This is an optimization exercise on Yosys and OpenROAD, whose aim is small area and a short achievable clock period, not a production implementation.
Function was checked by simulation only, so behaviour that the tests miss may differ from the original.
Power figures rest on the tool's default switching activity, not on a simulated workload.

--- flow/config.mk ---
export PLATFORM = sky130hd
export DESIGN_NAME = LCD_CTRL
export DESIGN_NICKNAME = LCD_CTRL
export VERILOG_FILES = /design/flow/design.v
export SDC_FILE = /design/flow/constraint.sdc
export NUM_CORES = 4
export LEC_CHECK = 0
export CAP_MARGIN = 20
export CORE_MARGIN = 2
export CORE_UTILIZATION = 40
export CTS_CLUSTER_DIAMETER = 100
export CTS_CLUSTER_SIZE = 25
export SETUP_SLACK_MARGIN = 3.6
export SLEW_MARGIN = 20
export SYNTH_HIERARCHICAL = 1
--- flow/constraint.sdc ---
create_clock -name core_clock -period 5.5 [get_ports {clk}]
set_input_delay 1.1000 -clock core_clock [delete_from_list [all_inputs] [get_ports {clk}]]
set_output_delay 1.1000 -clock core_clock [all_outputs]
set_load 0.01 [all_outputs]
--- flow/design.v ---
module LCD_CTRL(clk,reset,datain,cmd,cmd_valid,dataout,output_valid,busy);
input clk;
input reset;
input [7:0] datain;
input [2:0] cmd;
input cmd_valid;
output [7:0] dataout;
output output_valid;
output busy;
reg [7:0] ring [0:63];
reg [5:0] phase;              
reg       busy_r, ov_r;       
reg [3:0] cnt;                
reg [7:0] lo_n, hi_n;         
reg [2:0] ox, oy;
reg       mag;
reg [7:0] out_r;
reg [7:0] c00, c22, c_o, c_r, c_d;
integer i;
wire [7:0] lo_r = ~lo_n;
wire [7:0] hi_r = ~hi_n;
wire is_load = busy_r & ~ov_r;
wire accept  = ~busy_r & cmd_valid;
wire ox0 = (ox == 3'd0), ox4 = (ox == 3'd4);
wire oy0 = (oy == 3'd0), oy4 = (oy == 3'd4);
wire mag_n = (cmd == 3'd2) | (mag & (cmd != 3'd1) & (cmd != 3'd3));
reg [7:0] first;
always @* begin
  if (~cmd_valid) first = out_r;
  else case (cmd)
    3'd2: first = c22;
    3'd0: first = mag ? c_o : c00;
    3'd4: first = mag ? (ox4 ? c_o : c_r) : c00;
    3'd5: first = mag ? c_o : c00;
    3'd6: first = mag ? (oy0 ? c_o : out_r) : c00;
    3'd7: first = mag ? (oy4 ? c_o : c_d) : c00;
    default: first = c00;
  endcase
end
wire [7:0] first_n = ~first;
wire use_rd  = busy_r | (cmd_valid & mag & ~ox0 & (cmd == 3'd5));
wire nuse_rd = ~use_rd;
wire [63:0] sel;
wire [7:0]  rd, out_d;
genvar g, b;
generate
  for (g = 0; g < 64; g = g + 1) begin : s
    assign sel[g] = ~(lo_n[g%8] | hi_n[g/8]);
  end
  for (b = 0; b < 8; b = b + 1) begin : rbit
    wire [20:0] t;
    wire        t21;
    wire [5:0]  u;
    wire        v0, v1;
    for (g = 0; g < 21; g = g + 1) begin : a3
      lcd_aoi222 ua (.a(sel[3*g]), .b(ring[3*g][b]), .c(sel[3*g+1]), .d(ring[3*g+1][b]),
                     .e(sel[3*g+2]), .f(ring[3*g+2][b]), .y(t[g]));
    end
    lcd_nand2 ub (.a(sel[63]), .b(ring[63][b]), .y(t21));
    lcd_nand4 n0 (.a(t[0]),  .b(t[1]),  .c(t[2]),  .d(t[3]),  .y(u[0]));
    lcd_nand4 n1 (.a(t[4]),  .b(t[5]),  .c(t[6]),  .d(t[7]),  .y(u[1]));
    lcd_nand4 n2 (.a(t[8]),  .b(t[9]),  .c(t[10]), .d(t[11]), .y(u[2]));
    lcd_nand4 n3 (.a(t[12]), .b(t[13]), .c(t[14]), .d(t[15]), .y(u[3]));
    lcd_nand4 n4 (.a(t[16]), .b(t[17]), .c(t[18]), .d(t[19]), .y(u[4]));
    lcd_nand2 n5 (.a(t[20]), .b(t21), .y(u[5]));
    lcd_nor3  m0 (.a(u[0]), .b(u[1]), .c(u[2]), .y(v0));
    lcd_nor3  m1 (.a(u[3]), .b(u[4]), .c(u[5]), .y(v1));
    lcd_nand2 m2 (.a(v0), .b(v1), .y(rd[b]));
    lcd_a32oi m3 (.a1(v0), .a2(v1), .a3(use_rd), .b1(nuse_rd), .b2(first_n[b]), .y(out_d[b]));
  end
endgenerate
function [7:0] rotl;
  input [7:0] v;
  input [2:0] k;
  rotl = (v << k) | (v >> (4'd8 - k));
endfunction
wire row_next = (cnt[1:0] == 2'd2);
wire at62     = lo_r[6] & hi_r[7];
wire cnt14    = (cnt == 4'd14);
wire cnt15    = (cnt == 4'd15);
wire out_mid  = ov_r & ~cnt14 & ~cnt15;
wire c_p1  = (is_load & ~at62) | (~busy_r & ~cmd_valid);        
wire c_u   = ov_r & cnt14;                                      
wire c_l   = ov_r & cnt15;                                      
wire c_zi0 = out_mid & mag & ~row_next;                         
wire c_zi4 = out_mid & mag & row_next;                          
wire c_zo9 = out_mid & ~mag & row_next;                         
wire c_m1b = (is_load & at62) | (out_mid & ~mag & ~row_next);   
wire a_ld  = accept & (cmd == 3'd1);                            
wire a_zi  = accept & (cmd == 3'd2);                            
wire a_zo  = accept & ((cmd == 3'd3) | (~mag & (cmd != 3'd1) & (cmd != 3'd2)));  
wire a_in  = accept & mag;
wire a_m1  = a_in & ((cmd == 3'd0) | ((cmd == 3'd4) & ox4) | ((cmd == 3'd5) & ox0) |
                     ((cmd == 3'd6) & oy0) | ((cmd == 3'd7) & oy4));   
wire a_m2  = a_in & (cmd == 3'd4) & ~ox4;                       
wire a_0   = a_in & (cmd == 3'd5) & ~ox0;                       
wire a_p7  = a_in & (cmd == 3'd6) & ~oy0;                       
wire a_m9  = a_in & (cmd == 3'd7) & ~oy4;                       
wire l0    = lo_r[0];
wire l_ge1 = ~lo_r[0];
wire l_ge2 = ~(lo_r[0] | lo_r[1]);
wire l_ge4 = |lo_r[7:4];
wire l_ge6 = lo_r[6] | lo_r[7];
wire l7    = lo_r[7];
wire m1  = c_m1b | a_m1;
wire m9  = c_zo9 | a_m9;
wire r0 = c_zi0 | a_0;
wire r1 = c_p1;
wire r7 = m1 | m9 | a_p7;
wire r4 = c_u | c_zi4;
wire r2 = c_l;
wire r6 = a_m2;
wire h1 = (c_p1 & l7) | (a_p7 & l_ge1);
wire h0 = (c_p1 & ~l7) | (m1 & ~l0) | r0 | (c_l & l_ge6) | (c_zi4 & l_ge4) |
          (a_m2 & l_ge2) | (a_p7 & ~l_ge1);
wire h7 = (m1 & l0) | (c_l & ~l_ge6) | (c_zi4 & ~l_ge4) | (a_m2 & ~l_ge2) | (m9 & l_ge1);
wire h6 = m9 & ~l_ge1;
wire h4 = c_u & ~l_ge4;
wire h5 = c_u & l_ge4;
wire [7:0] pl  = 8'd1 << phase[2:0];
wire [7:0] ph  = 8'd1 << phase[5:3];
wire [7:0] ph_zo = (phase[2:0] == 3'd0) ? rotl(ph, 3'd7) : ph;
wire [7:0] ph_zi = (phase[2:0] >= 3'd2) ? rotl(ph, 3'd6) : rotl(ph, 3'd5);
wire [7:0] lo_nx = ({8{r0}} & lo_r) | ({8{r1}} & rotl(lo_r, 3'd1)) | ({8{r7}} & rotl(lo_r, 3'd7)) |
                   ({8{r4}} & rotl(lo_r, 3'd4)) | ({8{r2}} & rotl(lo_r, 3'd2)) |
                   ({8{r6}} & rotl(lo_r, 3'd6)) | ({8{a_zo}} & rotl(pl, 3'd7)) |
                   ({8{a_zi}} & rotl(pl, 3'd6)) | ({8{a_ld}} & 8'h80);
wire [7:0] hi_nx = ({8{h0}} & hi_r) | ({8{h1}} & rotl(hi_r, 3'd1)) | ({8{h7}} & rotl(hi_r, 3'd7)) |
                   ({8{h6}} & rotl(hi_r, 3'd6)) | ({8{h4}} & rotl(hi_r, 3'd4)) |
                   ({8{h5}} & rotl(hi_r, 3'd5)) | ({8{a_zo}} & ph_zo) | ({8{a_zi}} & ph_zi) |
                   ({8{a_ld}} & 8'h80);
always @(posedge clk) begin
  for (i = 63; i > 0; i = i - 1) ring[i] <= ring[i-1];
  ring[0] <= is_load ? datain : ring[63];
  out_r <= out_d;
  lo_n  <= ~lo_nx;
  hi_n  <= ~hi_nx;
  phase <= accept & (cmd == 3'd1) ? 6'd63 : phase + 6'd1;
  cnt   <= ov_r ? cnt + 4'd1 : 4'd0;
end
always @(posedge clk) begin
  if (is_load & lo_r[7] & hi_r[7]) c00 <= datain;
  if (is_load & lo_r[1] & hi_r[2]) c22 <= datain;
  if (ov_r & (cnt == 4'd0)) c_o <= out_r;
  if (ov_r & (cnt == 4'd1)) c_r <= out_r;
  if (ov_r & (cnt == 4'd4)) c_d <= out_r;
end
always @(posedge clk) begin
  if (reset) begin
    busy_r <= 1'b0;
    ov_r   <= 1'b0;
  end else if (~busy_r) begin
    if (cmd_valid) begin
      busy_r <= 1'b1;
      ov_r   <= (cmd != 3'd1);
    end
  end else if (is_load) begin
    if (at62) ov_r <= 1'b1;
  end else if (cnt == 4'd15) begin
    busy_r <= 1'b0;
    ov_r   <= 1'b0;
  end
end
always @(posedge clk) begin
  if (accept) begin
    mag <= mag_n;
    case (cmd)
      3'd1: begin ox <= 3'd0; oy <= 3'd0; end
      3'd2: begin ox <= 3'd2; oy <= 3'd2; end
      3'd4: if (!ox4) ox <= ox + 3'd1;
      3'd5: if (!ox0) ox <= ox - 3'd1;
      3'd6: if (!oy0) oy <= oy - 3'd1;
      3'd7: if (!oy4) oy <= oy + 3'd1;
      default: ;
    endcase
  end
end
assign dataout      = out_r;
assign busy         = busy_r;
assign output_valid = ov_r;
endmodule
module lcd_aoi222(input a, b, c, d, e, f, output y);
  assign y = ~((a & b) | (c & d) | (e & f));
endmodule
module lcd_nand4(input a, b, c, d, output y);
  assign y = ~(a & b & c & d);
endmodule
module lcd_nand2(input a, b, output y);
  assign y = ~(a & b);
endmodule
module lcd_nor3(input a, b, c, output y);
  assign y = ~(a | b | c);
endmodule
module lcd_a32oi(input a1, a2, a3, b1, b2, output y);
  assign y = ~((a1 & a2 & a3) | (b1 & b2));
endmodule
module lcd_mux2 #(parameter W = 1) (input s, input [W-1:0] a, b, output [W-1:0] y);
  assign y = s ? a : b;
endmodule
--- flow/run.sh ---
#!/bin/bash
# synth_recipe.tcl (not shown) runs the flow's synth.tcl, then flattens the netlist and writes it again
# the make line also repeats each setting of config.mk as NAME=value (left out here)
make -C /OpenROAD-flow-scripts/flow DESIGN_CONFIG=/design/flow/config.mk WORK_HOME=/design/flow/orfs CLKGATE_MAP_FILE= SYNTH_SCRIPT=/design/flow/synth_recipe.tcl finish
==> flow_metrics.env, run 1 <==
export IMPL_status="complete, no violations"
export IMPL_drive_gt1_share_pct=21.1
export IMPL_max_stage_delay_ns=0.34
export IMPL_period_needed_ns=2.22
export IMPL_muxShareOfSynthArea_pct=1.48
export IMPL_start_util_pct=40.6
export IMPL_avgSynthCellArea_um2=12.9
export IMPL_power_leakage_nw=7.73
export IMPL_hp_class="reg -> reg"
export IMPL_crit_chain="buf_6, nand2b_4, inv_4, and2_4, nand3_4, o211a_1, o221a_2, o221a_1"
export IMPL_numCtsBuffers=28
export IMPL_setup_viol=0
export IMPL_critical_path_class="in -> reg"
export IMPL_crit_path_end_kind="register"
export IMPL_worst_hold_startpoint="ring[38][6]$_DFF_P_"
export IMPL_ys_warn_count=9
export IMPL_gr_total_overflow=0
export IMPL_max_freq_ghz=0.451
export IMPL_async_flop_share_pct=0
export IMPL_cts_buffer_depth=3
export IMPL_yosysUniqueCellTypes=81
export IMPL_r2r_slack_ns=3.34
export IMPL_slew_violations=0
export IMPL_ys_seq_area_share_pct=68.9
export IMPL_critPathRequiredTime_ns=6.01
export IMPL_cts_tree="done"
export IMPL_drt_wl_total_mm=47.0
export IMPL_arrival_ns=2.73
export IMPL_holdPathStages=0
export IMPL_final_common_cell="dfxtp_1"
export IMPL_port_buffers=23
export IMPL_reg2reg_from="oy[2]$_DFFE_PP_"
export IMPL_synth_compound_area_share_pct=16.7
export IMPL_ios=24
export IMPL_final_cell_mix="dfxtp_1, a222oi_1, buf_4, nand2_1, nor2_1"
export IMPL_coreArea_mm2=0.0442
export IMPL_synth_top_area_cell="dfxtp_1"
export IMPL_syn_num_nets=1418
export IMPL_path_clk_slew_ns=0.10
export IMPL_grt_start_max_net_pins=36
export IMPL_cp_top_family="compound AO/OA/AOI/OAI gates"
export IMPL_start_kind="primary input"
export IMPL_drt_pass1_iterations=7
export IMPL_hold_viol=0
export IMPL_synth_xor_area_share_pct=0.481
export IMPL_critical_path_buf_inv_count=2
export IMPL_cp_max_fo=19
export IMPL_fin_tns_setup_ns=0
export IMPL_worstMarginPinSlew_ns=0.800
export IMPL_grt_antenna_before_repair=0
export IMPL_dieWidth_um=216
export IMPL_drtIter0Drc=1660
export IMPL_drc_errors=0
export IMPL_wire_per_inst_um=22.5
export IMPL_grtUsageTotal_pct=19.5
export IMPL_clkSinkCount=595
export IMPL_synthSimpleGateAreaFrac_pct=9.55
export IMPL_via_count=12300
export IMPL_synth_edff_count=47
export IMPL_maxCapViolCount=0
export IMPL_globalplace_congestion=0.907
export IMPL_antenna_left=0
export IMPL_netlist_area_mm2=0.0180
export IMPL_antennaDiodeCount=0
export IMPL_reg2regPathDepth=6
export IMPL_grt_pass1_vias=11800
export IMPL_synth_top_cell_area_share_pct=61.1
export IMPL_htree_levels=1
export IMPL_die_area_mm2=0.0466
export IMPL_yosys_top_cells_area="dfxtp_1, a222oi_1, edfxtp_1, nor2_1, nand4_1"
export IMPL_die_height_um=216
export IMPL_fin_skew_ns=0.0483
export IMPL_peakVddDrop_mv=0.252
export IMPL_finalCritPeriodShare_pct=40.3
export IMPL_ys_seq_elements=595
export IMPL_syn_to_final_growth_pct=18.4
export IMPL_synth_top_family_by_area="compound AO/OA/AOI/OAI gates"
export IMPL_powerDensity_mw_per_mm2=424
export IMPL_routed_via_density=5.88
export IMPL_cts_hold_buffers=0
export IMPL_worstReg2RegEnd="hi_n[1]$_DFF_P_"
export IMPL_rsz0062_at_grt="true"
export IMPL_grt_pass1_wl_mm=71.4
export IMPL_ys_flop_type="dfxtp_1"
export IMPL_power_mw=9.00
export IMPL_maxSlewHeadroom_pct=46.4
export IMPL_hold_end="ring[39][6]$_DFF_P_"
export IMPL_cp_slowest_cell="o221a_2"
export IMPL_num_rows=77
export IMPL_cts_root_buf="clkbuf_16"
export IMPL_final_nets=1517
export IMPL_post_dp_hpwl_mm=30.9
export IMPL_syn_inst=1392
export IMPL_synth_adder_area_share_pct=0.920
export IMPL_clk_latency_ns=0.61
worst max path at each step:
stage	start	endpoint	slack [ns]	cells after the start
final	cmd_valid	hi_n[1]$_DFF_P_	3.28	8
after global routing	cmd[2]	hi_n[1]$_DFF_P_	3.25	11
after CTS	cmd[2]	hi_n[1]$_DFF_P_	3.25	8
after detailed placement	cmd[0]	hi_n[2]$_DFF_P_	1.50	7
after global placement	cmd[0]	hi_n[1]$_DFF_P_	1.55	7
after floorplan	cmd_valid	hi_n[0]$_DFF_P_	2.83	10
state kept, by name (all words and copies together) (netlist names), 3 cells and up:
| signal | cells |
|---|---|
| c00 | 8 |
| c22 | 8 |
| c_d | 8 |
| c_o | 8 |
| c_r | 8 |
| cnt | 4 |
| hi_n | 8 |
| lo_n | 8 |
| out_r | 8 |
| ox | 3 |
| oy | 3 |
| phase | 6 |
| ring | 512 |
per-module statistics from Yosys, one instance, submodules excluded:
module / area (µm²) / times used
LCD_CTRL: 15700 / 1
lcd_a32oi: 8.76 / 8
lcd_aoi222: 10.0 / 168
lcd_nand2: 3.75 / 16
lcd_nand4: 6.26 / 40
lcd_nor3: 10.0 / 16
worst register-to-register path, stage by stage (launching register included):
cell and delay, ns:
edfxtp_1 0.54, xnor2_4 0.21, or4b_4 0.49, o31ai_4 0.11, a2111oi_2 0.12, o221a_2 0.34
o221a_1 0.25
cells in the mapped netlist, types with 3 or more instances:
library cell and instances:
o221a_1 8, nor3_1 14, o221ai_1 7, nor2b_1 16, o211a_1 3, buf_1 4, o21ai_0 31, a32oi_1 8
inv_1 21, a2111oi_0 5, or3_1 6, a21oi_1 34, nand4_1 46, a211oi_1 8, buf_2 13, xnor2_1 3
nand2b_1 6, nand2_1 75, mux2_2 4, ha_1 10, and2_1 3, buf_6 3, mux2i_1 22, and3_1 3
o21ai_1 3, clkbuf_1 31, nand3_1 12, xor2_1 5, nor3_2 18, o22ai_1 27, a222oi_1 168, a22oi_1 3
a31oi_1 5, nor2_1 108, o221a_2 7, dfxtp_1 548, edfxtp_1 47, a221oi_1 8
kinds of logic after synthesis:
logic type	count (synthesis)
AOI/OAI and AO/OA	344
xor gates and xnor gates	9
adders and majority gates	12
buffers and inverters	76
DFF	595
muxes	26
and+or+nand+nor	330
routing by layer:
layer	GRT usage [%]	share of wire, %	vias to the layer above
met5	0	0	-
met4	5.61	3.0	0
met3	3.03	6.2	69
met2	30.4	45	438
met1	28.2	46	6135
li1	-	-	5637
area by class of cell:
cell class,instances,area (µm²)
flip-flops and latches,595,12500
fillers,3877,23000
clock buffers,31,733
well taps,592,741
repair buffers,122,1290
multi-input cells,721,5860
inverters,23,92.6
clock inverters,4,63.8
where the power goes:
part | total, mW | internal, mW | switching, mW | leakage (nW)
registers | 5.02 | 4.69 | 0.329 | 4.93
logic | 1.67 | 0.692 | 0.982 | 2.41
clock network | 2.31 | 1.01 | 1.31 | 0.390
total | 9.00 | 6.38 | 2.62 | 7.73
what timing repair did:
action                                  CTS  global route
gates cloned                              2             1
setup buffers                            59            26
pin swaps                                73            50
endpoints found under the setup margin   72            50
resized for setup                       233            43
per-stage QoR:
step	worst slack (ns)	util [%]	std cells	instance area (µm²)	hold WS, ns
after floorplan	2.83	-	1392	18200	0.330
after global placement	1.55	42.8	1965	18900	0.330
after detailed placement	1.50	42.8	1965	18900	0.335
after CTS	3.25	47.1	2061	20800	0.315
after global routing	3.25	48.1	2088	21300	0.325
final	3.28	48.1	2088	21300	0.312
==> run 2: changes to the inputs <==
--- a/flow/config.mk
+++ b/flow/config.mk
@@ -9,6 +9,6 @@
 export CORE_MARGIN = 2
-export CORE_UTILIZATION = 40
+export CORE_UTILIZATION = 60
 export CTS_CLUSTER_DIAMETER = 100
 export CTS_CLUSTER_SIZE = 25
-export SETUP_SLACK_MARGIN = 3.6
+export SETUP_SLACK_MARGIN = 3.3
 export SLEW_MARGIN = 20
==> run 2 against run 1 <==
  * Die area down 33%
  * Register-to-register slack worse by 0.04 ns
  * Via count down 1.7%
  * Non-clock buffer count down 43
  * Clock skew down 0.026 ns
  * Critical path depth down 1
  * Area after synthesis unchanged
==> flow_metrics.env, run 2 <==
export IMPL_wire_per_inst_um=23.9
export IMPL_antennaDiodeCount=0
export IMPL_syn_inst=1392
export IMPL_seq_area_mm2=0.0125
export IMPL_power_frac_clock_pct=25.2
export IMPL_final_cell_mix="dfxtp_1, a222oi_1, nor2_1, nand2_1"
export IMPL_ys_flop_type="dfxtp_1"
export IMPL_fillers=2157
export IMPL_power_switching_mw=2.46
export IMPL_antenna_left=0
export IMPL_layoutNonFillerInstCount=1840
export IMPL_synthTopCellsByCount="dfxtp_1, a222oi_1, nor2_1, nand2_1, edfxtp_1"
export IMPL_p_int_mw=6.11
export IMPL_ys_warn_count=9
export IMPL_synth_edff_count=47
export IMPL_largest_register="ring"
export IMPL_path_clk_slew_ns=0.10
export IMPL_ios=24
export IMPL_r2r_slack_ns=3.30
export IMPL_critical_path_class="in -> reg"
export IMPL_fin_tns_setup_ns=0
export IMPL_grt_pass1_vias=11300
export IMPL_drive_gt1_share_pct=15.2
export IMPL_post_dp_hpwl_mm=29.5
export IMPL_ys_seq_area_share_pct=68.9
export IMPL_cts_hold_buffers=0
export IMPL_clk_latency_ns=0.60
export IMPL_avgSynthCellArea_um2=12.9
export IMPL_fin_skew_ns=0.0219
export IMPL_start_kind="primary input"
export IMPL_cp_slowest_cell="or4b_4"
export IMPL_coreArea_mm2=0.0296
export IMPL_critPathRequiredTime_ns=5.98
export IMPL_max_stage_delay_ns=0.50
export IMPL_power_leakage_nw=7.32
export IMPL_finalCritPeriodShare_pct=40.2
export IMPL_numCtsBuffers=27
export IMPL_setup_ws_ns=3.29
export IMPL_yosysUniqueCellTypes=81
export IMPL_arrival_ns=2.69
export IMPL_ys_seq_elements=595
export IMPL_status="complete, no violations"
export IMPL_syn_num_nets=1418
export IMPL_final_common_cell="dfxtp_1"
export IMPL_maxSlewHeadroom_pct=39.7
export IMPL_maxCapViolCount=0
export IMPL_dp_slack_ns=1.51
export IMPL_async_flop_share_pct=0
export IMPL_rsz0062_at_grt="true"
export IMPL_synth_top_cell_area_share_pct=61.1
export IMPL_dp_cells=1764
export IMPL_num_rows=63
export IMPL_clkSinkCount=595
export IMPL_via_count=12100
export IMPL_swShare_pct=28.7
export IMPL_netlist_area_mm2=0.0180
export IMPL_grt_start_max_net_pins=36
export IMPL_max_freq_ghz=0.452
export IMPL_yosys_top_cells_area="dfxtp_1, a222oi_1, edfxtp_1, nor2_1, nand4_1"
export IMPL_multi_input_comb_area_mm2=0.00559
export IMPL_drt_wl_total_mm=44.0
export IMPL_yosysMostFrequentCell="dfxtp_1"
export IMPL_grtUsageTotal_pct=27.5
export IMPL_crit_chain="buf_12, xnor2_2, or4b_4, o31ai_4, o21ai_1, and3_1, o221a_2"
export IMPL_final_nets=1473
export IMPL_drt_pass1_iterations=9
export IMPL_die_height_um=177
export IMPL_grt_antenna_before_repair=0
export IMPL_htree_levels=1
export IMPL_hold_viol=0
export IMPL_crit_path_end_kind="register"
export IMPL_slew_violations=0
export IMPL_power_frac_comb_pct=15.8
export IMPL_period_needed_ns=2.21
export IMPL_syn_to_final_growth_pct=12.1
export IMPL_die_area_mm2=0.0313
export IMPL_gr_total_overflow=0
export IMPL_p_seq_share_pct=59.0
export IMPL_powerDensity_mw_per_mm2=426
export IMPL_port_buffers=23
export IMPL_routed_via_density=6.56
export IMPL_drtIter0Drc=1743
export IMPL_largest_reg_flops=512
export IMPL_peakVddDrop_mv=0.348
export IMPL_hp_class="reg -> reg"
export IMPL_cts_buffer_depth=3
export IMPL_dieWidth_um=177
export IMPL_worstMarginPinSlew_ns=0.900
export IMPL_globalplace_congestion=0.885
export IMPL_start_util_pct=60.8
export IMPL_cts_tree="done"
export IMPL_drc_errors=0
export IMPL_cp_max_fo=20
export IMPL_synth_top_area_cell="dfxtp_1"
export IMPL_power_mw=8.58
export IMPL_cts_root_buf="clkbuf_16"
export IMPL_setup_viol=0
export IMPL_grt_pass1_wl_mm=66.1
[run 2: worst max-delay path: cells and delay by family]
family / cells / cell delay [ns]
buf+inv: 1 / 0.14
simple gates: 2 / 0.79
compound gates: 3 / 0.49
xor+xnor: 1 / 0.16
[run 2: area by class of cell]
type | count | area share [%]
clock buffer | 30 | 3.41
clock inverter | 2 | 0.131
inverter | 23 | 0.460
multi-input combinational | 721 | 27.8
sequential | 595 | 62.0
tap | 390 | 2.42
timing repair buffer | 79 | 3.80
[run 2: cell families after synthesis]
logic type,after synthesis,share of synthesized area [%]
AOI/OAI and AO/OA,344,16.7
xor gates and xnor gates,9,0.481
adders and majority gates,12,0.920
buffers and inverters,76,1.90
DFF,595,68.9
muxes,26,1.48
and+or+nand+nor,330,9.55
[run 2: path summary, 6_finish.rpt]
path / depth (start not counted) / endpoint / from
setup / recovery: 7 / lo_n[3]$_DFF_P_ / cmd[0]
hold / removal: 0 / ring[11][0]$_DFF_P_ / ring[10][0]$_DFF_P_
setup reg to reg: 6 / out_r[1]$_DFF_P_ / lo_n[0]$_DFF_P_
hold reg to reg: 0 / ring[11][0]$_DFF_P_ / ring[10][0]$_DFF_P_
[run 2: power groups by stage]
stage / combinational (mW) / clock (mW) / sequential, mW
2_1_floorplan: 0.813 / 0 / 4.89
3_3_place_gp: 1.07 / 0 / 5.14
3_5_place_dp: 1.07 / 0 / 5.15
4_1_cts: 1.16 / 2.20 / 5.06
5_1_grt: 1.43 / 2.35 / 5.10
6_report: 1.35 / 2.16 / 5.06
[run 2: stage by stage]
step           utilization (%)  area, µm²  hold slack, ns
2_1_floorplan                -      18200           0.330
3_3_place_gp              63.1      18600           0.332
3_5_place_dp              63.1      18600           0.335
4_1_cts                   66.4      19600           0.346
5_1_grt                   68.1      20100           0.340
6_report                  68.1      20100           0.341
[run 2: modules after synthesis (local to each module, per instance)]
module	cells	times used	flops+latches	area, µm²
lcd_a32oi	1	8	0	8.76
lcd_nand2	1	16	0	3.75
LCD_CTRL	1144	1	595	15700
lcd_nand4	1	40	0	6.26
lcd_aoi222	1	168	0	10.0
lcd_nor3	1	16	0	10.0
[run 2: what timing repair did]
| action | 4_1_cts | 5_1_grt |
|---|---|---|
| hold endpoints to repair | 0 | 0 |
| pin swaps | 14 | 26 |
| gates resized for setup | 145 | 51 |
| setup buffers | 15 | 29 |
| setup endpoints to repair | 53 | 29 |
[run 2: per-layer routing]
metal	vias to the layer above	track usage (%)	part of all wire, %
met3	75	4.70	7.6
li1	5525	-	-
met5	-	0	0
met4	0	7.54	2.7
met2	517	41.9	45
met1	5951	40.5	45
==> run 3: changes to the inputs <==
--- a/flow/config.mk
+++ b/flow/config.mk
@@ -9,3 +9,3 @@
 export CORE_MARGIN = 2
-export CORE_UTILIZATION = 60
+export CORE_UTILIZATION = 40
 export CTS_CLUSTER_DIAMETER = 100
==> run 3 against run 2 <==
  * Via count decreased by 0.17%
  * Combinational power shrank 9%
  * Fmax up 0.91%
  * Power fell by 0.27%
  * Largest cell class unchanged
==> flow_metrics.env, run 3 <==
export IMPL_status="complete, no violations"
export IMPL_cts_buffer_depth=3
export IMPL_via_count=12000
export IMPL_reg2regPathDepth=5
export IMPL_period_needed_ns=2.19
export IMPL_crit_path_end_kind="primary output"
export IMPL_fin_tns_setup_ns=0
export IMPL_ios=24
export IMPL_largest_register="ring"
export IMPL_gr_total_overflow=0
export IMPL_hold_viol=0
export IMPL_drive_gt1_share_pct=15.0
export IMPL_cts_root_buf="clkbuf_16"
export IMPL_grtUsageTotal_pct=18.7
export IMPL_peakVddDrop_mv=0.250
export IMPL_yosysMostFrequentCell="dfxtp_1"
export IMPL_power_leakage_nw=7.38
export IMPL_arrival_ns=1.09
export IMPL_syn_num_nets=1418
export IMPL_final_common_cell="dfxtp_1"
export IMPL_power_mw=8.55
export IMPL_post_dp_hpwl_mm=30.8
export IMPL_start_kind="register"
export IMPL_largest_reg_flops=512
export IMPL_rsz0062_at_grt="true"
export IMPL_yosys_top_cells_area="dfxtp_1, a222oi_1, edfxtp_1, nor2_1, nand4_1"
export IMPL_cp_top_family="flip-flops"
export IMPL_drt_pass1_iterations=7
export IMPL_final_nets=1480
export IMPL_globalplace_congestion=0.932
export IMPL_drt_wl_total_mm=44.6
export IMPL_coreArea_mm2=0.0442
export IMPL_cp_slowest_cell="dfxtp_4"
export IMPL_ys_seq_area_share_pct=68.9
export IMPL_htree_levels=1
export IMPL_worst_hold_startpoint="ring[38][6]$_DFF_P_"
export IMPL_netlist_area_mm2=0.0180
export IMPL_numCtsBuffers=28
export IMPL_multi_input_comb_area_mm2=0.00554
export IMPL_synth_top_cell_area_share_pct=61.1
export IMPL_dp_cells=1968
export IMPL_clkSinkCount=595
export IMPL_maxSlewHeadroom_pct=45.9
export IMPL_drtIter0Drc=1701
export IMPL_max_freq_ghz=0.456
export IMPL_worstMarginPinSlew_ns=0.809
export IMPL_die_height_um=216
export IMPL_start_util_pct=40.6
export IMPL_path_clk_slew_ns=0.10
export IMPL_setup_ws_ns=3.31
export IMPL_wire_per_inst_um=21.7
export IMPL_syn_inst=1392
export IMPL_finalCritPeriodShare_pct=39.9
export IMPL_critical_path_class="reg -> out"
export IMPL_die_area_mm2=0.0466
export IMPL_async_flop_share_pct=0
export IMPL_cp_max_fo=2
export IMPL_synth_edff_count=47
export IMPL_clk_latency_ns=0.61
export IMPL_synth_top_area_cell="dfxtp_1"
export IMPL_grt_pass1_wl_mm=68.8
export IMPL_slew_violations=0
export IMPL_avgSynthCellArea_um2=12.9
export IMPL_setup_viol=0
export IMPL_num_rows=77
export IMPL_antennaDiodeCount=0
export IMPL_ys_warn_count=9
export IMPL_final_cell_mix="dfxtp_1, a222oi_1, nor2_1, nand2_1, buf_4"
export IMPL_grt_start_max_net_pins=27
export IMPL_drc_errors=0
export IMPL_critical_path_buf_inv_count=1
export IMPL_port_buffers=23
export IMPL_hp_class="reg -> reg"
export IMPL_r2r_slack_ns=3.33
export IMPL_syn_to_final_growth_pct=13.5
export IMPL_maxCapViolCount=0
export IMPL_ys_flop_type="dfxtp_1"
export IMPL_yosysUniqueCellTypes=81
export IMPL_critPathRequiredTime_ns=4.40
export IMPL_dieWidth_um=216
export IMPL_ys_seq_elements=595
export IMPL_hold_end="ring[39][6]$_DFF_P_"
export IMPL_fillers=3977
export IMPL_crit_chain="buf_6"
export IMPL_reg2reg_from="lo_n[6]$_DFF_P_"
export IMPL_fin_skew_ns=0.0290
export IMPL_holdPathStages=0
export IMPL_cts_hold_buffers=0
export IMPL_layoutNonFillerInstCount=2051
export IMPL_dp_slack_ns=1.61
export IMPL_routed_via_density=5.87
export IMPL_grt_pass1_vias=11700
export IMPL_grt_antenna_before_repair=0
export IMPL_powerDensity_mw_per_mm2=420
export IMPL_cts_tree="done"
export IMPL_worstReg2RegEnd="out_r[0]$_DFF_P_"
export IMPL_max_stage_delay_ns=0.37
export IMPL_seq_area_mm2=0.0125
export IMPL_synthTopCellsByCount="dfxtp_1, a222oi_1, nor2_1, nand2_1, edfxtp_1"
export IMPL_antenna_left=0
[run 3: layout make-up]
cell class / instances / share of cell area [%]
Clock inverter: 3 / 0.178
Multi-Input combinational cell: 721 / 27.2
Sequential cell: 595 / 61.1
Clock buffer: 32 / 3.61
Timing Repair Buffer: 85 / 3.86
Tap cell: 592 / 3.63
Inverter: 23 / 0.436
[run 3: per-module statistics from Yosys (local to each module, per instance)]
module      copies in the design  cells  area [µm²]
LCD_CTRL                       1   1144       15700
lcd_aoi222                   168      1        10.0
lcd_nor3                      16      1        10.0
lcd_a32oi                      8      1        8.76
lcd_nand4                     40      1        6.26
lcd_nand2                     16      1        3.75
[run 3: power by group]
group / switching, mW / internal (mW)
combinational: 0.757 / 0.470
sequential: 0.392 / 4.68
clock: 1.29 / 0.961
[run 3: metrics by stage]
stage	instance area [µm²]	hold slack, ns	utilization [%]
3_3_place_gp	18900	0.332	42.7
5_1_grt	20400	0.343	46.1
4_1_cts	20100	0.339	45.5
3_5_place_dp	18900	0.335	42.7
6_report	20400	0.336	46.1
2_1_floorplan	18200	0.330	-
[run 3: repair_timing]
action | 4_1_cts | 5_1_grt
pin swaps | 14 | 26
setup buffers | 34 | 13
setup endpoints to repair | 52 | 32
resized for setup | 136 | 35
gates cloned | 0 | 1
[run 3: worst max-delay path by stage]
stage | from | endpoint | slack, ns | cells past startpoint
final | out_r[1]$_DFF_P_ | dataout[1] | 3.31 | 1
after global routing | out_r[2]$_DFF_P_ | dataout[2] | 3.27 | 1
after CTS | out_r[1]$_DFF_P_ | dataout[1] | 3.28 | 1
after detailed placement | cmd[2] | hi_n[4]$_DFF_P_ | 1.61 | 7
after global placement | cmd[2] | hi_n[1]$_DFF_P_ | 1.66 | 7
after floorplan | cmd_valid | hi_n[0]$_DFF_P_ | 2.83 | 10
[run 3: kinds of logic after synthesis]
logic type,count (synthesis),synth area share [%]
AO/OA/AOI/OAI,344,16.7
XOR/XNOR,9,0.481
adder cells (fa/ha/maj),12,0.920
buffers and inverters,76,1.90
flip-flops,595,68.9
multiplexers,26,1.48
AND/OR/NAND/NOR,330,9.55
[run 3: metal layers]
metal | vias to the layer above | routed length, µm | track usage (%)
li1 | 5566 | - | -
met1 | 6037 | 20900 | 27.1
met2 | 370 | 19800 | 28.4
met3 | 74 | 2460 | 2.54
met4 | 0 | 1460 | 7.03
met5 | - | 0 | 0
==> run 4: changes to the inputs <==
--- a/flow/config.mk
+++ b/flow/config.mk
@@ -10,4 +10,4 @@
 export CORE_UTILIZATION = 40
-export CTS_CLUSTER_DIAMETER = 100
-export CTS_CLUSTER_SIZE = 25
+export CTS_CLUSTER_DIAMETER = 60
+export CTS_CLUSTER_SIZE = 40
 export SETUP_SLACK_MARGIN = 3.3
==> run 4 against run 3 <==
  * Still clean
  * Sequential share of layout area down 1.4 points
  * Hold slack worse by 0.0026 ns
  * Via count up 0.72%
  * Die area unchanged
  * Critical path type is now in -> reg
==> flow_metrics.env, run 4 <==
export IMPL_antenna_left=0
export IMPL_cts_root_buf="clkbuf_16"
export IMPL_synth_xor_area_share_pct=0.481
export IMPL_largest_register="ring"
export IMPL_syn_inst=1392
export IMPL_grt_pass1_wl_mm=68.8
export IMPL_final_common_cell="dfxtp_1"
export IMPL_ys_seq_elements=595
export IMPL_clk_latency_ns=0.61
export IMPL_async_flop_share_pct=0
export IMPL_antennaDiodeCount=0
export IMPL_ios=24
export IMPL_grtUsageTotal_pct=18.7
export IMPL_peakVddDrop_mv=0.257
export IMPL_dp_slack_ns=1.61
export IMPL_dieWidth_um=216
export IMPL_maxSlewHeadroom_pct=46.0
export IMPL_port_buffers=23
export IMPL_synthTopCellsByCount="dfxtp_1, a222oi_1, nor2_1, nand2_1, edfxtp_1"
export IMPL_die_height_um=216
export IMPL_fin_skew_ns=0.0230
export IMPL_yosysMostFrequentCell="dfxtp_1"
export IMPL_dp_cells=1968
export IMPL_grt_start_max_net_pins=35
export IMPL_drtIter0Drc=1669
export IMPL_ys_seq_area_share_pct=68.9
export IMPL_via_count=12100
export IMPL_fillers=3934
export IMPL_drc_errors=0
export IMPL_start_util_pct=40.6
export IMPL_worstMarginPinSlew_ns=0.808
export IMPL_post_dp_hpwl_mm=30.8
export IMPL_yosysUniqueCellTypes=81
export IMPL_final_nets=1488
export IMPL_cts_buffer_depth=3
export IMPL_worst_hold_startpoint="ring[34][6]$_DFF_P_"
export IMPL_synth_top_family_by_area="compound AO/OA/AOI/OAI gates"
export IMPL_netlist_area_mm2=0.0180
export IMPL_rsz0062_at_grt="true"
export IMPL_ys_warn_count=9
export IMPL_coreArea_mm2=0.0442
export IMPL_status="complete, no violations"
export IMPL_hold_viol=0
export IMPL_max_freq_ghz=0.455
export IMPL_r2r_slack_ns=3.35
export IMPL_hp_class="reg -> reg"
export IMPL_cts_hold_buffers=0
export IMPL_hold_end="ring[35][6]$_DFF_P_"
export IMPL_clkSinkCount=595
export IMPL_holdPathStages=0
export IMPL_powerDensity_mw_per_mm2=435
export IMPL_period_needed_ns=2.20
export IMPL_fin_util_pct=47.2
export IMPL_drt_pass1_iterations=8
export IMPL_synth_adder_area_share_pct=0.920
export IMPL_syn_to_final_growth_pct=16.2
export IMPL_reg2regPathDepth=5
export IMPL_die_area_mm2=0.0466
export IMPL_cp_max_fo=10
export IMPL_finalCritPeriodShare_pct=40.0
export IMPL_synth_top_area_cell="dfxtp_1"
export IMPL_num_rows=77
export IMPL_start_kind="primary input"
export IMPL_critical_path_class="in -> reg"
export IMPL_final_cell_mix="dfxtp_1, a222oi_1, nor2_1, nand2_1, buf_4"
export IMPL_power_mw=9.08
export IMPL_layoutNonFillerInstCount=2077
export IMPL_grt_pass1_vias=11700
export IMPL_multi_input_comb_area_mm2=0.00559
export IMPL_largest_reg_flops=512
export IMPL_wire_per_inst_um=21.6
export IMPL_crit_path_end_kind="register"
export IMPL_arrival_ns=2.69
export IMPL_gr_total_overflow=0
export IMPL_cts_tree="done"
export IMPL_grt_antenna_before_repair=0
export IMPL_ys_flop_type="dfxtp_1"
export IMPL_setup_viol=0
export IMPL_worstReg2RegEnd="out_r[1]$_DFF_P_"
export IMPL_slew_violations=0
export IMPL_synth_edff_count=47
export IMPL_reg2reg_from="hi_n[1]$_DFF_P_"
export IMPL_globalplace_congestion=0.932
export IMPL_setup_ws_ns=3.30
export IMPL_muxShareOfSynthArea_pct=1.48
export IMPL_routed_via_density=5.84
export IMPL_path_clk_slew_ns=0.10
export IMPL_synth_top_cell_area_share_pct=61.1
export IMPL_power_leakage_nw=7.59
export IMPL_synth_compound_area_share_pct=16.7
export IMPL_fin_tns_setup_ns=0
export IMPL_drt_wl_total_mm=44.9
export IMPL_drive_gt1_share_pct=17.0
export IMPL_syn_num_nets=1418
export IMPL_yosys_top_cells_area="dfxtp_1, a222oi_1, edfxtp_1, nor2_1, nand4_1"
export IMPL_seq_area_mm2=0.0125
export IMPL_synthSimpleGateAreaFrac_pct=9.55
export IMPL_critPathRequiredTime_ns=5.99
export IMPL_avgSynthCellArea_um2=12.9
export IMPL_maxCapViolCount=0
export IMPL_numCtsBuffers=30
export IMPL_htree_levels=1
run 4: worst max-delay path, cell delays in order:
cell      delay, ns
buf_16         0.13
xnor2_4        0.16
or4b_4         0.50
o31ai_4        0.12
buf_4          0.19
a311oi_4       0.09
buf_6          0.16
o221a_1        0.24
run 4: cell families after synthesis:
family | Yosys count
adder cells (fa/ha/maj) | 12
AND/OR/NAND/NOR | 330
XOR/XNOR | 9
buffers and inverters | 76
flip-flops | 595
multiplexers | 26
AO/OA/AOI/OAI | 344
run 4: metal layers:
| layer | GRT usage, % | part of all wire, % | up-vias |
|---|---|---|---|
| met5 | 0 | 0 | - |
| met4 | 7.01 | 3.8 | 0 |
| met3 | 2.93 | 5.9 | 92 |
| met2 | 28.4 | 44 | 419 |
| met1 | 26.8 | 47 | 6028 |
| li1 | - | - | 5595 |
run 4: modules after synthesis (local to each module, per instance):
module,cells inside,flip-flops and latches,times used,area [µm²]
lcd_aoi222,1,0,168,10.0
lcd_a32oi,1,0,8,8.76
LCD_CTRL,1144,595,1,15700
lcd_nand4,1,0,40,6.26
lcd_nand2,1,0,16,3.75
lcd_nor3,1,0,16,10.0
run 4: final cells by class:
| cell class | count | area share, % |
|---|---|---|
| Inverter | 23 | 0.426 |
| Tap cell | 592 | 3.55 |
| Clock buffer | 34 | 3.87 |
| Multi-Input combinational cell | 721 | 26.8 |
| Sequential cell | 595 | 59.7 |
| Clock inverter | 21 | 1.56 |
| Timing Repair Buffer | 91 | 4.10 |
run 4: where the power goes:
group          switching (mW)  total [mW]  leakage, nW  internal (mW)
combinational           0.777        1.27         2.12          0.495
clock                    1.53        2.74        0.542           1.21
sequential              0.393        5.07         4.93           4.68
run 4: worst max-delay path by stage:
stage | start | to | slack [ns] | depth (start not counted)
after detailed placement | cmd[2] | hi_n[4]$_DFF_P_ | 1.61 | 7
after global routing | out_r[2]$_DFF_P_ | dataout[2] | 3.28 | 1
final | cmd[0] | hi_n[5]$_DFF_P_ | 3.30 | 8
after CTS | out_r[1]$_DFF_P_ | dataout[1] | 3.28 | 1
after floorplan | cmd_valid | hi_n[0]$_DFF_P_ | 2.83 | 10
after global placement | cmd[2] | hi_n[1]$_DFF_P_ | 1.66 | 7
run 4: through the flow:
step | hold slack (ns) | area, µm²
3_3_place_gp | 0.332 | 18900
6_report | 0.333 | 20900
2_1_floorplan | 0.330 | 18200
3_5_place_dp | 0.335 | 18900
4_1_cts | 0.332 | 20500
5_1_grt | 0.338 | 20900
run 4: timing repair:
action | CTS | global route
cloned | 0 | 1
resized for setup | 138 | 44
hold endpoints to repair | 0 | 0
pin swaps | 12 | 33
setup endpoints to repair | 52 | 32
setup buffers | 34 | 19
==> run 5: changes to the inputs <==
--- a/flow/config.mk
+++ b/flow/config.mk
@@ -10,4 +10,5 @@
 export CORE_UTILIZATION = 40
+export CTS_BUF_LIST = sky130_fd_sc_hd__clkbuf_8
 export CTS_CLUSTER_DIAMETER = 60
-export CTS_CLUSTER_SIZE = 40
+export CTS_CLUSTER_SIZE = 14
 export SETUP_SLACK_MARGIN = 3.3
==> run 5 against run 4 <==
  * First-iteration DRC count decreased by 0.90%
  * Sequential share of layout area increased by 1.5 points
  * Count of clock-buffer cells in the layout increased by 21
  * Largest power group unchanged
  * Utilization decreased by 1.2 points
  * Final area decreased by 2.5%
  * Combinational power decreased by 5%
  * Setup slack got worse by 0.045 ns
  * Critical endpoint is now dataout[6]
  * Power decreased by 6.0%
==> flow_metrics.env, run 5 <==
export IMPL_status="complete, no violations"
export IMPL_syn_num_nets=1418
export IMPL_cp_top_family="flip-flops"
export IMPL_cts_hold_buffers=0
export IMPL_power_mw=8.54
export IMPL_multi_input_comb_area_mm2=0.00553
export IMPL_max_stage_delay_ns=0.37
export IMPL_seq_area_mm2=0.0125
export IMPL_fin_tns_setup_ns=0
export IMPL_worstReg2RegEnd="out_r[4]$_DFF_P_"
export IMPL_port_buffers=23
export IMPL_grt_start_max_net_pins=25
export IMPL_via_count=12200
export IMPL_syn_to_final_growth_pct=13.3
export IMPL_cp_slowest_cell="dfxtp_4"
export IMPL_die_area_mm2=0.0466
export IMPL_synthTopCellsByCount="dfxtp_1, a222oi_1, nor2_1, nand2_1, edfxtp_1"
export IMPL_start_util_pct=40.6
export IMPL_drt_pass1_iterations=7
export IMPL_grt_pass1_wl_mm=69.5
export IMPL_crit_path_end_kind="primary output"
export IMPL_powerDensity_mw_per_mm2=420
export IMPL_ios=24
export IMPL_critPathRequiredTime_ns=4.40
export IMPL_power_frac_clock_pct=26.4
export IMPL_yosysMostFrequentCell="dfxtp_1"
export IMPL_r2r_slack_ns=3.33
export IMPL_crit_chain="buf_6"
export IMPL_synth_edff_count=47
export IMPL_grt_pass1_vias=11900
export IMPL_synth_top_area_cell="dfxtp_1"
export IMPL_clk_latency_ns=0.65
export IMPL_reg2regPathDepth=5
export IMPL_gr_total_overflow=0
export IMPL_critical_path_buf_inv_count=1
export IMPL_final_nets=1499
export IMPL_grtUsageTotal_pct=19.1
export IMPL_post_dp_hpwl_mm=30.8
export IMPL_finalCritPeriodShare_pct=40.8
export IMPL_ys_warn_count=9
export IMPL_ys_flop_type="dfxtp_1"
export IMPL_worst_hold_startpoint="ring[35][7]$_DFF_P_"
export IMPL_ys_seq_area_share_pct=68.9
export IMPL_avgSynthCellArea_um2=12.9
export IMPL_hold_viol=0
export IMPL_hold_worst_slack_ns=0.335
export IMPL_final_common_cell="dfxtp_1"
export IMPL_cts_buffer_depth=3
export IMPL_peakVddDrop_mv=0.176
export IMPL_routed_via_density=5.86
export IMPL_drt_wl_total_mm=44.9
export IMPL_synth_top_cell_area_share_pct=61.1
export IMPL_dieWidth_um=216
export IMPL_cp_depth=1
export IMPL_slew_violations=0
export IMPL_period_needed_ns=2.24
export IMPL_largest_register="ring"
export IMPL_yosysUniqueCellTypes=81
export IMPL_power_leakage_nw=7.40
export IMPL_swShare_pct=29.2
export IMPL_fillers=3989
export IMPL_ys_seq_elements=595
export IMPL_globalplace_congestion=0.932
export IMPL_worstMarginPinSlew_ns=0.825
export IMPL_hold_end="ring[36][7]$_DFF_P_"
export IMPL_path_clk_slew_ns=0.09
export IMPL_p_int_mw=6.05
export IMPL_setup_viol=0
export IMPL_antennaDiodeCount=0
export IMPL_syn_inst=1392
export IMPL_antenna_left=0
export IMPL_numCtsBuffers=50
export IMPL_rsz0062_at_grt="true"
export IMPL_coreArea_mm2=0.0442
export IMPL_clkSinkCount=595
export IMPL_start_kind="register"
export IMPL_power_frac_comb_pct=14.2
export IMPL_drc_errors=0
export IMPL_reg2reg_from="lo_n[6]$_DFF_P_"
export IMPL_cts_root_buf="clkbuf_8"
export IMPL_cp_max_fo=2
export IMPL_htree_levels=2
export IMPL_arrival_ns=1.14
export IMPL_async_flop_share_pct=0
export IMPL_drtIter0Drc=1654
export IMPL_max_freq_ghz=0.446
export IMPL_netlist_area_mm2=0.0180
export IMPL_grt_antenna_before_repair=0
export IMPL_critical_path_class="reg -> out"
export IMPL_num_rows=77
export IMPL_yosys_top_cells_area="dfxtp_1, a222oi_1, edfxtp_1, nor2_1, nand4_1"
export IMPL_largest_reg_flops=512
export IMPL_holdPathStages=0
export IMPL_hp_class="reg -> reg"
export IMPL_die_height_um=216
export IMPL_power_switching_mw=2.49
export IMPL_final_cell_mix="dfxtp_1, a222oi_1, nor2_1, nand2_1, clkbuf_8"
export IMPL_wire_per_inst_um=21.6
export IMPL_maxCapViolCount=0
export IMPL_p_seq_share_pct=59.4
export IMPL_maxSlewHeadroom_pct=44.8
export IMPL_drive_gt1_share_pct=16.3
export IMPL_cts_tree="done"
export IMPL_fin_skew_ns=0.0412
## run 5: cell count changes in the layout (fill, tap and decap cells not counted), moves of 2 or more
cell,previous run,this run
a221oi_2,7,5
clkinv_16,3,0
a221oi_1,1,3
inv_6,6,1
buf_16,2,0
buf_8,3,1
inv_16,2,0
buf_4,58,53
clkinv_8,4,0
inv_1,20,24
buf_6,16,18
clkbuf_8,2,55
clkbuf_16,32,0
## run 5: area by class of cell
cell class	instances	share of cell area, %
multi-input cells	721	27.2
clock inverters	10	0.289
well taps	592	3.64
inverters	23	0.437
flip-flops and latches	595	61.2
repair buffers	82	3.52
clock buffers	55	3.72
## run 5: stage by stage
stage	setup slack (ns)	std cells	cell area [µm²]	util, %
6_report	3.26	2078	20300	46.0
5_1_grt	3.21	2078	20300	46.0
4_1_cts	3.19	2066	20100	45.5
3_5_place_dp	1.61	1968	18900	42.7
3_3_place_gp	1.66	1968	18900	42.7
2_1_floorplan	2.83	1392	18200	-
## run 5: what timing repair did
item	4_1_cts	5_1_grt
setup buffers	33	12
setup endpoints to repair	52	34
pin swaps	15	28
hold endpoints to repair	0	0
gates resized for setup	131	29
## run 5: worst max-delay path by stage
stage / to / from / slack [ns]
after floorplan: hi_n[0]$_DFF_P_ / cmd_valid / 2.83
final: dataout[6] / out_r[6]$_DFF_P_ / 3.26
after CTS: dataout[1] / out_r[1]$_DFF_P_ / 3.19
after global routing: dataout[2] / out_r[2]$_DFF_P_ / 3.21
after detailed placement: hi_n[4]$_DFF_P_ / cmd[2] / 1.61
after global placement: hi_n[1]$_DFF_P_ / cmd[2] / 1.66
## run 5: cells by family after synthesis
kind of cell    Yosys count  share of synthesized area (%)
compound gates          344                           16.7
xor+xnor                  9                          0.481
fa+ha+maj                12                          0.920
buf+inv                  76                           1.90
flops                   595                           68.9
mux                      26                           1.48
simple gates            330                           9.55
## run 5: per-module statistics from Yosys, one instance, submodules excluded
| module | flops+latches | cell area (µm²) |
|---|---|---|
| lcd_nand4 | 0 | 6.26 |
| lcd_aoi222 | 0 | 10.0 |
| lcd_nor3 | 0 | 10.0 |
| lcd_a32oi | 0 | 8.76 |
| lcd_nand2 | 0 | 3.75 |
| LCD_CTRL | 595 | 15700 |
## run 5: power by group through the flow
stage	logic, mW	registers (mW)	clock network [mW]
2_1_floorplan	0.813	4.89	0
3_3_place_gp	1.05	5.15	0
3_5_place_dp	1.05	5.15	0
4_1_cts	1.16	5.05	2.33
5_1_grt	1.31	5.11	2.49
6_report	1.21	5.07	2.25
## run 5: routing by layer
metal	up-vias	GRT usage [%]	wire length (µm)
li1	5596	-	-
met1	6079	26.9	20800
met2	405	28.8	19700
met3	93	3.24	2850
met4	0	8.02	1580
met5	-	0	0
==> run 6: changes to the inputs <==
--- a/flow/config.mk
+++ b/flow/config.mk
@@ -10,6 +10,5 @@
 export CORE_UTILIZATION = 40
-export CTS_BUF_LIST = sky130_fd_sc_hd__clkbuf_8
-export CTS_CLUSTER_DIAMETER = 60
-export CTS_CLUSTER_SIZE = 14
-export SETUP_SLACK_MARGIN = 3.3
+export CTS_CLUSTER_DIAMETER = 100
+export CTS_CLUSTER_SIZE = 25
+export SETUP_SLACK_MARGIN = 3.4
 export SLEW_MARGIN = 20
==> run 6 against run 5 <==
  * Still clean
  * Sequential share of layout area is 1.4 points lower
  * Non-clock buffer count is 19 higher
  * Final area increased by 2.5%
  * First-iteration DRC count rose by 3.7%
  * Die area unchanged
  * Via count decreased by 0.44%
  * Clock skew down 0.016 ns
  * Fmax up 2.3%
  * Power increased by 3.3%
  * Flip-flop and latch count unchanged
  * Combinational power increased by 22%
  * Setup slack gained 0.051 ns
  * Largest cell class unchanged
  * Highest routed layer unchanged
==> flow_metrics.env, run 6 <==
export IMPL_powerDensity_mw_per_mm2=423
export IMPL_cp_max_fo=2
export IMPL_holdPathStages=0
export IMPL_fin_util_pct=47.2
export IMPL_grt_antenna_before_repair=1
export IMPL_cts_tree="done"
export IMPL_power_frac_clock_pct=25.8
export IMPL_port_buffers=23
export IMPL_power_leakage_nw=7.57
export IMPL_ys_warn_count=9
export IMPL_rsz0062_at_grt="true"
export IMPL_drtIter0Drc=1716
export IMPL_htree_levels=1
export IMPL_slew_violations=0
export IMPL_power_mw=8.82
export IMPL_die_height_um=216
export IMPL_globalplace_congestion=0.928
export IMPL_dp_slack_ns=1.47
export IMPL_grt_pass1_wl_mm=70.0
export IMPL_drt_wl_total_mm=46.3
export IMPL_synth_top_cell_area_share_pct=61.1
export IMPL_async_flop_share_pct=0
export IMPL_arrival_ns=1.09
export IMPL_final_common_cell="dfxtp_1"
export IMPL_synth_top_area_cell="dfxtp_1"
export IMPL_setup_ws_ns=3.31
export IMPL_fillers=3878
export IMPL_hp_class="reg -> reg"
export IMPL_setup_viol=0
export IMPL_antennaDiodeCount=0
export IMPL_power_frac_comb_pct=16.8
export IMPL_cp_slowest_cell="dfxtp_4"
export IMPL_dp_cells=1967
export IMPL_crit_chain="buf_6"
export IMPL_path_clk_slew_ns=0.10
export IMPL_status="complete, no violations"
export IMPL_syn_inst=1392
export IMPL_post_dp_hpwl_mm=31.3
export IMPL_finalCritPeriodShare_pct=39.9
export IMPL_final_cell_mix="dfxtp_1, a222oi_1, nor2_1, nand2_1, buf_4"
export IMPL_largest_register="ring"
export IMPL_fin_tns_setup_ns=0
export IMPL_ys_seq_area_share_pct=68.9
export IMPL_layoutNonFillerInstCount=2069
export IMPL_netlist_area_mm2=0.0180
export IMPL_hold_worst_slack_ns=0.335
export IMPL_crit_path_end_kind="primary output"
export IMPL_drive_gt1_share_pct=17.8
export IMPL_gr_total_overflow=0
export IMPL_max_freq_ghz=0.456
export IMPL_final_nets=1496
export IMPL_critPathLaunch="out_r[5]$_DFF_P_"
export IMPL_clkSinkCount=595
export IMPL_antenna_left=0
export IMPL_grt_start_max_net_pins=39
export IMPL_r2r_slack_ns=3.38
export IMPL_num_rows=77
export IMPL_syn_to_final_growth_pct=16.1
export IMPL_ys_flop_type="dfxtp_1"
export IMPL_maxCapViolCount=0
export IMPL_dieWidth_um=216
export IMPL_fin_area_mm2=0.0209
export IMPL_die_area_mm2=0.0466
export IMPL_start_kind="register"
export IMPL_syn_num_nets=1418
export IMPL_max_stage_delay_ns=0.37
export IMPL_critPathRequiredTime_ns=4.40
export IMPL_p_seq_share_pct=57.5
export IMPL_cp_top_family="flip-flops"
export IMPL_p_int_mw=6.27
export IMPL_reg2regPathDepth=5
export IMPL_peakVddDrop_mv=0.270
export IMPL_avgSynthCellArea_um2=12.9
export IMPL_cts_buffer_depth=3
export IMPL_cp_depth=1
export IMPL_hold_end="ring[32][6]$_DFF_P_"
export IMPL_drt_pass1_iterations=6
export IMPL_hold_viol=0
export IMPL_grtUsageTotal_pct=19.0
export IMPL_yosys_top_cells_area="dfxtp_1, a222oi_1, edfxtp_1, nor2_1, nand4_1"
export IMPL_coreArea_mm2=0.0442
export IMPL_worstMarginPinSlew_ns=0.757
export IMPL_maxSlewHeadroom_pct=49.3
export IMPL_yosysMostFrequentCell="dfxtp_1"
export IMPL_numCtsBuffers=28
export IMPL_synthTopCellsByCount="dfxtp_1, a222oi_1, nor2_1, nand2_1, edfxtp_1"
export IMPL_ios=24
export IMPL_ys_seq_elements=595
export IMPL_power_switching_mw=2.55
export IMPL_worstReg2RegEnd="out_r[3]$_DFF_P_"
export IMPL_fin_skew_ns=0.0252
export IMPL_via_count=12100
export IMPL_routed_via_density=5.86
export IMPL_yosysUniqueCellTypes=81
export IMPL_post_dp_cell_area_mm2=0.0189
export IMPL_largest_reg_flops=512
export IMPL_reg2reg_from="hi_n[7]$_DFF_P_"
export IMPL_wire_per_inst_um=22.4
export IMPL_drc_errors=0
export IMPL_critical_path_buf_inv_count=1
export IMPL_worst_hold_startpoint="ring[31][6]$_DFF_P_"
export IMPL_period_needed_ns=2.19
export IMPL_start_util_pct=40.6
export IMPL_critical_path_class="reg -> out"
export IMPL_clk_latency_ns=0.61
export IMPL_cts_root_buf="clkbuf_16"
export IMPL_swShare_pct=28.9
export IMPL_synth_edff_count=47
export IMPL_grt_pass1_vias=11700
## run 6: layout make-up
cell class | instances | area (µm²) | share of cell area [%]
clock buffer | 33 | 719 | 3.45
clock inverter | 4 | 72.6 | 0.348
inverter | 23 | 88.8 | 0.426
multi-input combinational | 721 | 5710 | 27.4
sequential | 595 | 12500 | 59.8
tap | 592 | 741 | 3.55
timing repair buffer | 101 | 1040 | 5.01
## run 6: how the worst max path moves through the flow
stage	to	slack, ns
floorplan	hi_n[0]$_DFF_P_	2.83
global placement	lo_n[4]$_DFF_P_	1.59
detailed placement	lo_n[4]$_DFF_P_	1.47
CTS	dataout[6]	3.25
global route	dataout[6]	3.26
finish	dataout[5]	3.31
## run 6: cell families (layout without fill, tap and decap cells)
group / Yosys count / count (layout) / synth area share, %
mux: 26 / 26 / 1.48
fa+ha+maj: 12 / 12 / 0.920
flops: 595 / 595 / 68.9
xor+xnor: 9 / 9 / 0.481
simple gates: 330 / 330 / 9.55
compound gates: 344 / 344 / 16.7
buf+inv: 76 / 161 / 1.90
## run 6: metal layers
layer / global-route usage, % / vias to the layer above / wire length, µm
li1: - / 5578 / -
met1: 27.9 / 6032 / 21600
met2: 29.6 / 441 / 20500
met3: 2.44 / 69 / 2880
met4: 5.03 / 0 / 1330
met5: 0 / - / 0
## run 6: timing repair
action                                  in CTS  in global routing
pin swaps                                   26                 70
endpoints found under the setup margin      54                 34
gates resized for setup                    160                 66
endpoints found under the hold margin        0                  0
buffers inserted                            37                 24
hold buffers                                 0                  0
cloned                                       0                  4
## run 6: power groups by stage
| stage | Clock, mW | Sequential, mW | Combinational (mW) |
|---|---|---|---|
| 3_3_place_gp | 0 | 5.16 | 1.07 |
| 2_1_floorplan | 0 | 4.89 | 0.815 |
| 5_1_grt | 2.49 | 5.10 | 1.57 |
| 6_report | 2.27 | 5.07 | 1.48 |
| 3_5_place_dp | 0 | 5.16 | 1.06 |
| 4_1_cts | 2.34 | 5.06 | 1.23 |
## run 6: per-module statistics from Yosys, one instance, submodules excluded
module / cells inside / copies in the design / flops+latches
LCD_CTRL: 1144 / 1 / 595
lcd_nor3: 1 / 16 / 0
lcd_nand2: 1 / 16 / 0
lcd_a32oi: 1 / 8 / 0
lcd_nand4: 1 / 40 / 0
lcd_aoi222: 1 / 168 / 0
==> run 7: changes to the inputs <==
--- a/flow/design.v
+++ b/flow/design.v
@@ -19,2 +19,3 @@
 integer i;
+genvar g, b;
 wire [7:0] lo_r = ~lo_n;
@@ -26,16 +27,19 @@
 wire mag_n = (cmd == 3'd2) | (mag & (cmd != 3'd1) & (cmd != 3'd3));
-reg [7:0] first;
-always @* begin
-  if (~cmd_valid) first = out_r;
-  else case (cmd)
-    3'd2: first = c22;
-    3'd0: first = mag ? c_o : c00;
-    3'd4: first = mag ? (ox4 ? c_o : c_r) : c00;
-    3'd5: first = mag ? c_o : c00;
-    3'd6: first = mag ? (oy0 ? c_o : out_r) : c00;
-    3'd7: first = mag ? (oy4 ? c_o : c_d) : c00;
-    default: first = c00;
-  endcase
-end
-wire [7:0] first_n = ~first;
+wire cmd0 = (cmd == 3'd0), cmd1 = (cmd == 3'd1), cmd2 = (cmd == 3'd2), cmd3 = (cmd == 3'd3);
+wire cmd4 = (cmd == 3'd4), cmd5 = (cmd == 3'd5), cmd6 = (cmd == 3'd6), cmd7 = (cmd == 3'd7);
+wire f_22 = cmd_valid & cmd2;
+wire f_00 = cmd_valid & (cmd1 | cmd3 | (~mag & ~cmd2));
+wire f_o  = cmd_valid & mag & (cmd0 | cmd5 | (cmd4 & ox4) | (cmd6 & oy0) | (cmd7 & oy4));
+wire f_r  = cmd_valid & mag & cmd4 & ~ox4;
+wire f_u  = ~cmd_valid | (mag & cmd6 & ~oy0);
+wire f_d  = cmd_valid & mag & cmd7 & ~oy4;
+wire [7:0] first_n;
+generate
+  for (b = 0; b < 8; b = b + 1) begin : fbit
+    wire p, q;
+    lcd_aoi222 fa (.a(f_22), .b(c22[b]), .c(f_00), .d(c00[b]), .e(f_o), .f(c_o[b]), .y(p));
+    lcd_aoi222 fb (.a(f_r), .b(c_r[b]), .c(f_u), .d(out_r[b]), .e(f_d), .f(c_d[b]), .y(q));
+    lcd_and2 fc (.a(p), .b(q), .y(first_n[b]));
+  end
+endgenerate
 wire use_rd  = busy_r | (cmd_valid & mag & ~ox0 & (cmd == 3'd5));
@@ -44,3 +48,2 @@
 wire [7:0]  rd, out_d;
-genvar g, b;
 generate
@@ -193,2 +196,8 @@
 endmodule
+module lcd_and2(input a, b, output y);
+  assign y = a & b;
+endmodule
+module lcd_and3(input a, b, c, output y);
+  assign y = a & b & c;
+endmodule
 module lcd_a32oi(input a1, a2, a3, b1, b2, output y);
--- a/flow/config.mk
+++ b/flow/config.mk
@@ -12,4 +12,5 @@
 export CTS_CLUSTER_SIZE = 25
-export SETUP_SLACK_MARGIN = 3.4
+export SETUP_SLACK_MARGIN = 3.3
 export SLEW_MARGIN = 20
 export SYNTH_HIERARCHICAL = 1
+export TNS_END_PERCENT = 5
==> run 7 against run 6 <==
  * Setup slack lost 0.042 ns
  * Clock skew shrank 0.0087 ns
  * Utilization shrank 1.8 points
  * Wire length shrank 6.5%
  * Combinational power shrank 22%
  * Die area shrank 3.1%
  * First-iteration DRC count shrank 4.1%
  * Hold slack is essentially flat
  * Critical path type is now reg -> reg
  * Critical endpoint is now out_r[5]$_DFF_P_
  * Largest power group unchanged
==> flow_metrics.env, run 7 <==
export IMPL_power_frac_clock_pct=26.4
export IMPL_worstMarginPinSlew_ns=0.913
export IMPL_port_buffers=23
export IMPL_status="complete, no violations"
export IMPL_grt_start_max_net_pins=27
export IMPL_arrival_ns=2.70
export IMPL_coreArea_mm2=0.0430
export IMPL_synth_xor_area_share_pct=0.504
export IMPL_ys_warn_count=9
export IMPL_slew_violations=0
export IMPL_grt_pass1_wl_mm=66.1
export IMPL_fin_tns_setup_ns=0
export IMPL_clkSinkCount=595
export IMPL_num_rows=76
export IMPL_path_clk_slew_ns=0.11
export IMPL_critical_path_class="reg -> reg"
export IMPL_power_leakage_nw=7.02
export IMPL_via_count=11200
export IMPL_cts_tree="done"
export IMPL_grtUsageTotal_pct=18.9
export IMPL_start_kind="register"
export IMPL_ys_seq_area_share_pct=71.2
export IMPL_drt_pass1_iterations=8
export IMPL_clk_latency_ns=0.60
export IMPL_cp_max_fo=11
export IMPL_synth_compound_area_share_pct=15.2
export IMPL_yosysMostFrequentCell="dfxtp_1"
export IMPL_gr_total_overflow=0
export IMPL_grtUsageMet3_pct=3.18
export IMPL_max_stage_delay_ns=0.45
export IMPL_cts_buffer_depth=3
export IMPL_final_common_cell="dfxtp_1"
export IMPL_rsz0062_at_grt="true"
export IMPL_avgSynthCellArea_um2=13.5
export IMPL_synthSimpleGateAreaFrac_pct=9.90
export IMPL_power_switching_mw=2.51
export IMPL_htree_levels=1
export IMPL_ys_flop_type="dfxtp_1"
export IMPL_final_nets=1359
export IMPL_grt_use_met2_pct=29.8
export IMPL_swShare_pct=29.2
export IMPL_fillers=3906
export IMPL_numCtsBuffers=28
export IMPL_cts_hold_buffers=0
export IMPL_die_height_um=212
export IMPL_synth_edff_count=47
export IMPL_die_area_mm2=0.0451
export IMPL_routed_via_density=5.84
export IMPL_finalCritPeriodShare_pct=40.6
==> run 7: cell types whose count changed after synthesis, moves of 10 or more <==
cell / previous run / this run
a21oi_1: 34 / 10
o21ai_0: 31 / 9
nand2_1: 75 / 54
mux2i_1: 22 / 2
a222oi_1: 168 / 184
and2_1: 3 / 14
nor2_1: 108 / 98
==> run 7: cell type report <==
class	instances	area share (%)
multi-input combinational	633	25.6
clock buffer	32	3.67
antenna	1	0.0128
sequential	595	64.0
timing repair buffer	58	2.33
tap	585	3.75
inverter	17	0.327
clock inverter	3	0.366
==> run 7: kinds of logic (layout without fill, tap and decap cells) <==
family / after synthesis / in the layout
AO/OA/AOI/OAI: 283 / 283
XOR/XNOR: 10 / 10
adder cells (fa/ha/maj): 12 / 12
AND/OR/NAND/NOR: 317 / 317
multiplexers: 11 / 11
other: 0 / 1
buffers and inverters: 60 / 110
flip-flops: 595 / 595
==> run 7: final timing paths <==
check / startpoint / endpoint / slack [ns] / depth (start not counted)
hold / removal: ring[34][3]$_DFF_P_ / ring[35][3]$_DFF_P_ / 0.34 / 0
hold reg to reg: ring[34][3]$_DFF_P_ / ring[35][3]$_DFF_P_ / 0.34 / 0
setup / recovery: lo_n[7]$_DFF_P_ / out_r[5]$_DFF_P_ / 3.27 / 6
setup reg to reg: lo_n[7]$_DFF_P_ / out_r[5]$_DFF_P_ / 3.27 / 6
==> run 7: what timing repair did <==
action,4_1_cts,5_1_grt
pin swaps,12,13
setup endpoints to repair,57,35
resized for setup,129,31
buffers inserted,25,5
==> run 7: Yosys stat by module (local to each module, per instance) <==
| module | cells | area, µm² | flip-flops and latches |
|---|---|---|---|
| LCD_CTRL | 1016 | 15000 | 595 |
| lcd_a32oi | 1 | 8.76 | 0 |
| lcd_and2 | 1 | 6.26 | 0 |
| lcd_aoi222 | 1 | 10.0 | 0 |
| lcd_nand2 | 1 | 3.75 | 0 |
| lcd_nand4 | 1 | 6.26 | 0 |
| lcd_nor3 | 1 | 10.0 | 0 |
==> run 7: stage by stage <==
stage | std cells | total power, mW | instance area [µm²] | hold WS, ns | util, %
6_report | 1924 | 8.60 | 19500 | 0.336 | 45.4
5_1_grt | 1923 | 8.93 | 19500 | 0.338 | 45.4
4_1_cts | 1918 | 8.57 | 19400 | 0.334 | 45.0
3_5_place_dp | 1858 | 6.23 | 18200 | 0.335 | 42.4
3_3_place_gp | 1858 | 6.22 | 18200 | 0.330 | 42.4
2_1_floorplan | 1288 | 5.74 | 17400 | 0.330 | -
==> run 7: worst register-to-register path, delay by kind of cell, from the launching register on <==
kind                   cells  cell delay (ns)
AO/OA/AOI/OAI              2             0.55
AND/OR/NAND/NOR            3             0.91
flip-flops                 1             0.45
buffers and inverters      1             0.19
==> run 7: layer usage <==
layer	share of wire [%]	up-vias	routed length [µm]
li1	-	5144	-
met1	45	5621	19300
met2	45	410	19600
met3	7.1	58	3070
met4	3.1	0	1350
met5	0	-	0
==> run 7: power groups by stage <==
stage	registers, mW	clock network, mW	logic [mW]
final	5.18	2.27	1.15
after global routing	5.22	2.46	1.24
after CTS	5.15	2.32	1.09
after detailed placement	5.23	0	1.00
after global placement	5.22	0	0.996
after floorplan	4.89	0	0.854

==> port drivers added, routing unchanged <==
The results above use ideal ports. As a check the final layouts listed here were re-extracted and re-timed, cells and wires unchanged.
Step 1, drivers: a clkbuf_16 drives clk and a buf_2 each remaining input, both assumed.
Step 2 also shifts input and output timing later by t, the mid clock arrival at the registers, as if the neighbouring blocks saw the same clock.
Three values: no drivers, after step 1, after step 2; two values: the first two.
| run | t, ns | slack for setup (ns) |
|---|---|---|
| run 1 | 0.641 | 3.283 / 3.241 / 2.619 |
| run 2 | 0.641 | 3.287 / 3.258 / 2.645 |
| run 3 | 0.645 | 3.307 / 3.250 / 2.630 |
| run 4 | 0.657 | 3.301 / 3.253 / 2.611 |
| run 5 | 0.683 | 3.256 / 3.205 / 2.633 |
| run 6 | 0.641 | 3.308 / 3.257 / 2.651 |
| run 7 | 0.647 | 3.266 / 3.220 / 2.650 |
After both steps every run listed still meets setup and hold.
